From an optimization exercise on the open Yosys and OpenROAD flow, aimed at small area and a short achievable clock period; shortcuts taken in it are not production practice. Where RTL was checked, it was by simulation tests only, not by an equivalence proof against the original. The flow treats the clock pin as an ideal source. Dropping or thinning the clock tree relies on that and would not hold on a real chip. Power is estimated from default activity; no workload was simulated.

==> run M <==
## mac_unit
module mac_unit(input clk,en,clr,
                input [15:0]a,b,
                output [39:0]c);
Settings: LEC_CHECK=0, CAP_MARGIN=20, CORE_MARGIN=2, CORE_UTILIZATION=40, SLEW_MARGIN=20, SYNTH_HIERARCHICAL=1, SYNTH_MINIMUM_KEEP_SIZE=0; clock period 13.5 ns.
run.sh (not shown) runs the stock make flow with config.mk's settings and CLKGATE_MAP_FILE= SYNTH_SCRIPT=/design/flow/synth_recipe.tcl, a recipe that flattens the netlist after the stock synthesis.
==> inputs of run K, as changes to run M <==
==> flow/flow/run.sh (new file) <==
#!/bin/bash
# Standard layout with plain buf_1 port buffers and a setup repair margin; ORFS keeps each step's log under orfs/logs.
export BUFFER_PORTS_ARGS="-buffer_cell sky130_fd_sc_hd__buf_1"
export SETUP_SLACK_MARGIN=9.7
bash standard.sh > standard.log 2>&1
==> flow/standard.sh (new file) <==
#!/bin/bash
# synth_recipe.tcl (not shown) runs the flow's synth.tcl, then flattens the netlist and writes it again
# the make line also repeats each setting of config.mk as NAME=value (left out here)
make -C /OpenROAD-flow-scripts/flow DESIGN_CONFIG=/design/flow/config.mk WORK_HOME=/design/flow/orfs CLKGATE_MAP_FILE= SYNTH_SCRIPT=/design/flow/synth_recipe.tcl "${@:-finish}"
removed: flow/run.sh
==> comparison table <==
item	run K	run M
Result of the run	timing/DRC/antenna clean	timing/DRC/antenna clean
Register area	0.00396 mm^2	0.00394 mm^2
Arrival time at the worst endpoint	1.05 ns	4.62 ns
Flop pwr share	29.0%	28.2%
Setup WS pre-CTS	8.79 ns	8.77 ns
Share of total power in the clock network	15.6%	16.0%
Share of final-layout standard cells stronger than drive strength 1	4.93%	3.89%
Final Wtd Congestion	0.854	0.860
Required time of the critical path	10.80 ns	13.84 ns
Met1 wire length	14800 um	15000 um
Global-route wire length before repair	51900 um	52800 um
Top fanout value on the critical path	3	33
Portion of the layout cell area used by clock cells	3.75%	3.74%
Startpoint of the worst-slack reg-to-reg timing path	m1.rb[8]	m1.rb[15]
Worst-case hold slack	0.327 ns	0.329 ns
Total buffers and inverters traversed by the critical path	1	2
Function was not checked in any run of this note: the RTL went through the layout flow alone.

==> v11: inputs <==
mac_unit, a different RTL version from the one above (not shown whole).
export LEC_CHECK = 0
export CAP_MARGIN = 20
export CORE_MARGIN = 2
export CORE_UTILIZATION = 40
export SLEW_MARGIN = 20
export SYNTH_HIERARCHICAL = 1
export SYNTH_MINIMUM_KEEP_SIZE = 0
create_clock -name core_clock -period 13.5 [get_ports {clk}]
standard.sh (not shown) runs the stock make flow with config.mk's settings and CLKGATE_MAP_FILE= SYNTH_SCRIPT=/design/flow/synth_recipe.tcl, a recipe that flattens the netlist after the stock synthesis.
==> flow/flow/run.sh <==
#!/bin/bash
# The standard layout (standard.sh), with these changes:
#  - every port gets a buf_1 buffer (ORFS's buffer_ports with -buffer_cell);
#  - after CTS (flow/clocktree.tcl) the clock tree is rebuilt as two balanced
#    levels of inverters (4 inv_8 on the clock port, 8 inv_16 driving the flip-flops);
#  - setup repair aims for 9.70 ns of slack at the design's clock period, and
#    does not remove buffers (so every port keeps its buffer).
# ORFS writes each step's full log under orfs/logs/; make's own output goes to standard.log.
export BUFFER_PORTS_ARGS="-buffer_cell sky130_fd_sc_hd__buf_1"
export PRE_RESIZE_TCL=$PWD/flow/sizes.tcl
export POST_CTS_TCL=$PWD/flow/clocktree.tcl
export SETUP_SLACK_MARGIN=9.70
export SKIP_BUFFER_REMOVAL=1
bash standard.sh > standard.log 2>&1
==> flow/flow/clocktree.tcl <==
set block [ord::get_db_block]
set db [ord::get_db]
set leafm [$db findMaster sky130_fd_sc_hd__inv_16]
set rootm [$db findMaster sky130_fd_sc_hd__inv_8]
set clk_net [$block findNet clk]

set ffs {}
foreach inst [$block getInsts] {
  if {[string match "sky130_fd_sc_hd__df*" [[$inst getMaster] getName]]} {
    lappend ffs $inst
  }
}
# remove the CTS buffers, its dummy loads, and its nets
set old_nets {}
foreach inst [$block getInsts] {
  if {[string match "clkload*" [$inst getName]]} {
    odb::dbInst_destroy $inst
  } elseif {[string match "clkbuf_*_clk" [$inst getName]]} {
    set onet [[$inst findITerm X] getNet]
    if {$onet != "NULL"} { lappend old_nets $onet }
    odb::dbInst_destroy $inst
  }
}
foreach ff $ffs {
  set it [$ff findITerm CLK]
  set n [$it getNet]
  if {$n != "NULL" && [$n getName] != "clk"} { $it disconnect }
}
foreach n $old_nets {
  if {[llength [$n getITerms]] == 0} { odb::dbNet_destroy $n }
}
if {[llength [$clk_net getITerms]] != 0} { error "clock port still drives cells" }

proc ffx {ff} { return [lindex [$ff getLocation] 0] }
proc ffy {ff} { return [lindex [$ff getLocation] 1] }
proc split2 {l axis} {
  set s [lsort -command [list apply {{axis a b} {expr {[ff$axis $a] - [ff$axis $b]}}} $axis] $l]
  set h [expr {[llength $s] / 2}]
  return [list [lrange $s 0 [expr {$h - 1}]] [lrange $s $h end]]
}
proc centroid {l} {
  set sx 0; set sy 0
  foreach ff $l { set sx [expr {$sx + [ffx $ff]}]; set sy [expr {$sy + [ffy $ff]}] }
  return [list [expr {$sx / [llength $l]}] [expr {$sy / [llength $l]}]]
}
proc add_buf {block master name loc in_net out_name} {
  set buf [odb::dbInst_create $block $master $name]
  $buf setLocation {*}$loc
  $buf setPlacementStatus PLACED
  [$buf findITerm A] connect $in_net
  set net [odb::dbNet_create $block $out_name]
  $net setSigType CLOCK
  [$buf findITerm Y] connect $net
  return $net
}
set quads {}
foreach half [split2 $ffs x] { lappend quads {*}[split2 $half y] }
set k 0
foreach q $quads {
  set rnet [add_buf $block $rootm "clkroot_$k" [centroid $q] $clk_net "clknet_root_$k"]
  set j 0
  foreach part [split2 $q x] {
    set lnet [add_buf $block $leafm "clkleaf_${k}_$j" [centroid $part] $rnet "clknet_leaf_${k}_$j"]
    foreach ff $part { [$ff findITerm CLK] connect $lnet }
    puts "clock inverter clkleaf_${k}_$j drives [llength $part] flip-flops"
    incr j
  }
  incr k
}

detailed_placement
check_placement -verbose
estimate_parasitics -placement
report_clock_skew
==> flow/flow/sizes.tcl <==
# Sizes of the output buffers (made by buffer_ports, named output*) and of the
# accumulator flip-flops that drive them.
foreach inst [get_cells {output*}] {
  replace_cell $inst sky130_fd_sc_hd__buf_1
}
foreach inst [get_cells {a1.acc*}] {
  replace_cell $inst sky130_fd_sc_hd__dfxtp_2
}
# the input buffers of en and clr, which drive the accumulator's control gates
foreach port {en clr} {
  foreach inst [get_cells -of_objects [get_nets $port]] {
    replace_cell $inst sky130_fd_sc_hd__buf_8
  }
}
foreach inst [get_cells {m1.ra* m1.rb*}] {
  replace_cell $inst sky130_fd_sc_hd__dfxtp_4
}
==> v8 (differences from v11) <==
--- a/flow/flow/run.sh
+++ b/flow/flow/run.sh
@@ -3,5 +3,5 @@
 #  - every port gets a buf_1 buffer (ORFS's buffer_ports with -buffer_cell);
 #  - after CTS (flow/clocktree.tcl) the clock tree is rebuilt as two balanced
-#    levels of inverters (4 inv_8 on the clock port, 8 inv_16 driving the flip-flops);
+#    levels of clkbuf_16 buffers (4 on the clock port, 8 driving the flip-flops);
 #  - setup repair aims for 9.70 ns of slack at the design's clock period, and
 #    does not remove buffers (so every port keeps its buffer).
--- a/flow/flow/clocktree.tcl
+++ b/flow/flow/clocktree.tcl
@@ -1,6 +1,10 @@
+# Two-level clock tree in place of the one CTS builds: the clock port drives four
+# clkbuf_16 buffers, one per quadrant of the flip-flops, and each of these drives
+# two clkbuf_16 buffers, one per half of its quadrant, which drive the flip-flops'
+# clock pins. The groups are cut at median coordinates, so every flip-flop's clock
+# goes through two equal buffers.
 set block [ord::get_db_block]
 set db [ord::get_db]
-set leafm [$db findMaster sky130_fd_sc_hd__inv_16]
-set rootm [$db findMaster sky130_fd_sc_hd__inv_8]
+set bufm [$db findMaster sky130_fd_sc_hd__clkbuf_16]
 set clk_net [$block findNet clk]
 
@@ -44,6 +48,6 @@
   return [list [expr {$sx / [llength $l]}] [expr {$sy / [llength $l]}]]
 }
-proc add_buf {block master name loc in_net out_name} {
-  set buf [odb::dbInst_create $block $master $name]
+proc add_buf {block bufm name loc in_net out_name} {
+  set buf [odb::dbInst_create $block $bufm $name]
   $buf setLocation {*}$loc
   $buf setPlacementStatus PLACED
@@ -51,5 +55,5 @@
   set net [odb::dbNet_create $block $out_name]
   $net setSigType CLOCK
-  [$buf findITerm Y] connect $net
+  [$buf findITerm X] connect $net
   return $net
 }
@@ -58,10 +62,10 @@
 set k 0
 foreach q $quads {
-  set rnet [add_buf $block $rootm "clkroot_$k" [centroid $q] $clk_net "clknet_root_$k"]
+  set rnet [add_buf $block $bufm "clkroot_$k" [centroid $q] $clk_net "clknet_root_$k"]
   set j 0
   foreach part [split2 $q x] {
-    set lnet [add_buf $block $leafm "clkleaf_${k}_$j" [centroid $part] $rnet "clknet_leaf_${k}_$j"]
+    set lnet [add_buf $block $bufm "clkleaf_${k}_$j" [centroid $part] $rnet "clknet_leaf_${k}_$j"]
     foreach ff $part { [$ff findITerm CLK] connect $lnet }
-    puts "clock inverter clkleaf_${k}_$j drives [llength $part] flip-flops"
+    puts "clock buffer clkleaf_${k}_$j drives [llength $part] flip-flops"
     incr j
   }
==> flow/flow/sizes.tcl (replaced) <==
# Sizes of the output buffers (made by buffer_ports, named output*) and of the
# accumulator flip-flops that drive them.
foreach inst [get_cells {output*}] {
  replace_cell $inst sky130_fd_sc_hd__buf_2
}
foreach inst [get_cells {a1.acc*}] {
  replace_cell $inst sky130_fd_sc_hd__dfxtp_2
}
foreach inst [get_cells {m1.ra* m1.rb*}] {
  replace_cell $inst sky130_fd_sc_hd__dfxtp_4
}
==> comparison table <==
metric	v11	v8
Total power draw	2.43 mW	2.48 mW
Arrival time reported for the critical path endpoint	3.56 ns	3.76 ns
Setup WS post-layout	9.95 ns	9.97 ns
Run status	complete, no violations	complete, no violations
Tot GR Track Use	0.174	0.174
Wire length on met1	11.3 mm	11.5 mm
WL met3	1.87 mm	1.70 mm
Maximum clock skew at final layout	0.0172 ns	0.0242 ns
Total length of routed wires	26.1 mm	26.0 mm
Overall via count from detail_route	7,580	7,482
Internal Dissipation	1.42 mW	1.53 mW
Clk slew on worst S/H paths	0.08 ns	0.09 ns
Seq area share	0.305	0.302
Drt first pass iters	5	4
Detailed Route Iter0 Violations	427	419
Via count of the first global-routing pass	8,290	8,329
Max FO, Critical Path	16	20
Non-clock inverter total of the final layout	72	60
Relative contribution of sequential cells to total power	0.386	0.376
Fmax	282 MHz	283 MHz
Critical Path Start	m1.rb[15]$_DFF_P_	en
Finished Cell Area	13,200 um2	13,300 um2
Per-cell routed wire length	17.3 um	17.2 um
Share of the final layout cell area in multi-input gates	0.601	0.595
Grt met1 use	0.233	0.238
In every run of this note, the design's own scripts or RTL, not TritonCTS, make the clock network.

## what the ideal ports hide
The results above use ideal ports. As a check the final layouts listed here were re-extracted and re-timed, cells and wires unchanged.
Step 1 (the two cells are an assumption about what drives the block):
set clk [get_ports {clk}]
set_driving_cell -lib_cell sky130_fd_sc_hd__clkbuf_16 $clk
set_driving_cell -lib_cell sky130_fd_sc_hd__buf_2 [delete_from_list [all_inputs] $clk]
Step 2 adds t to the input delays and takes it off the output delays; t is the mean of the earliest and latest rising clock arrival at the registers after step 1. Input paths then give back, and output paths get back, about the clock's delay inside the block.
a / b / c = no drivers / after step 1 / after step 2; a / b = the first two.
run	t (ns)	setup slack, ns	worst setup path at the end
run M	0.498	9.214 / 9.226 / 8.727	input to register
run K	0.499	9.751 / 9.700 / 9.377	input to register
v11	0.274	9.952 / 9.952 / 9.817	input to register
v8	0.380	9.970 / 9.889 / 9.661	input to register
After both steps every run listed still meets setup and hold. The setup slack of run M, which loses most, moves by +0.012 ns with the drivers and by -0.487 ns with both steps.
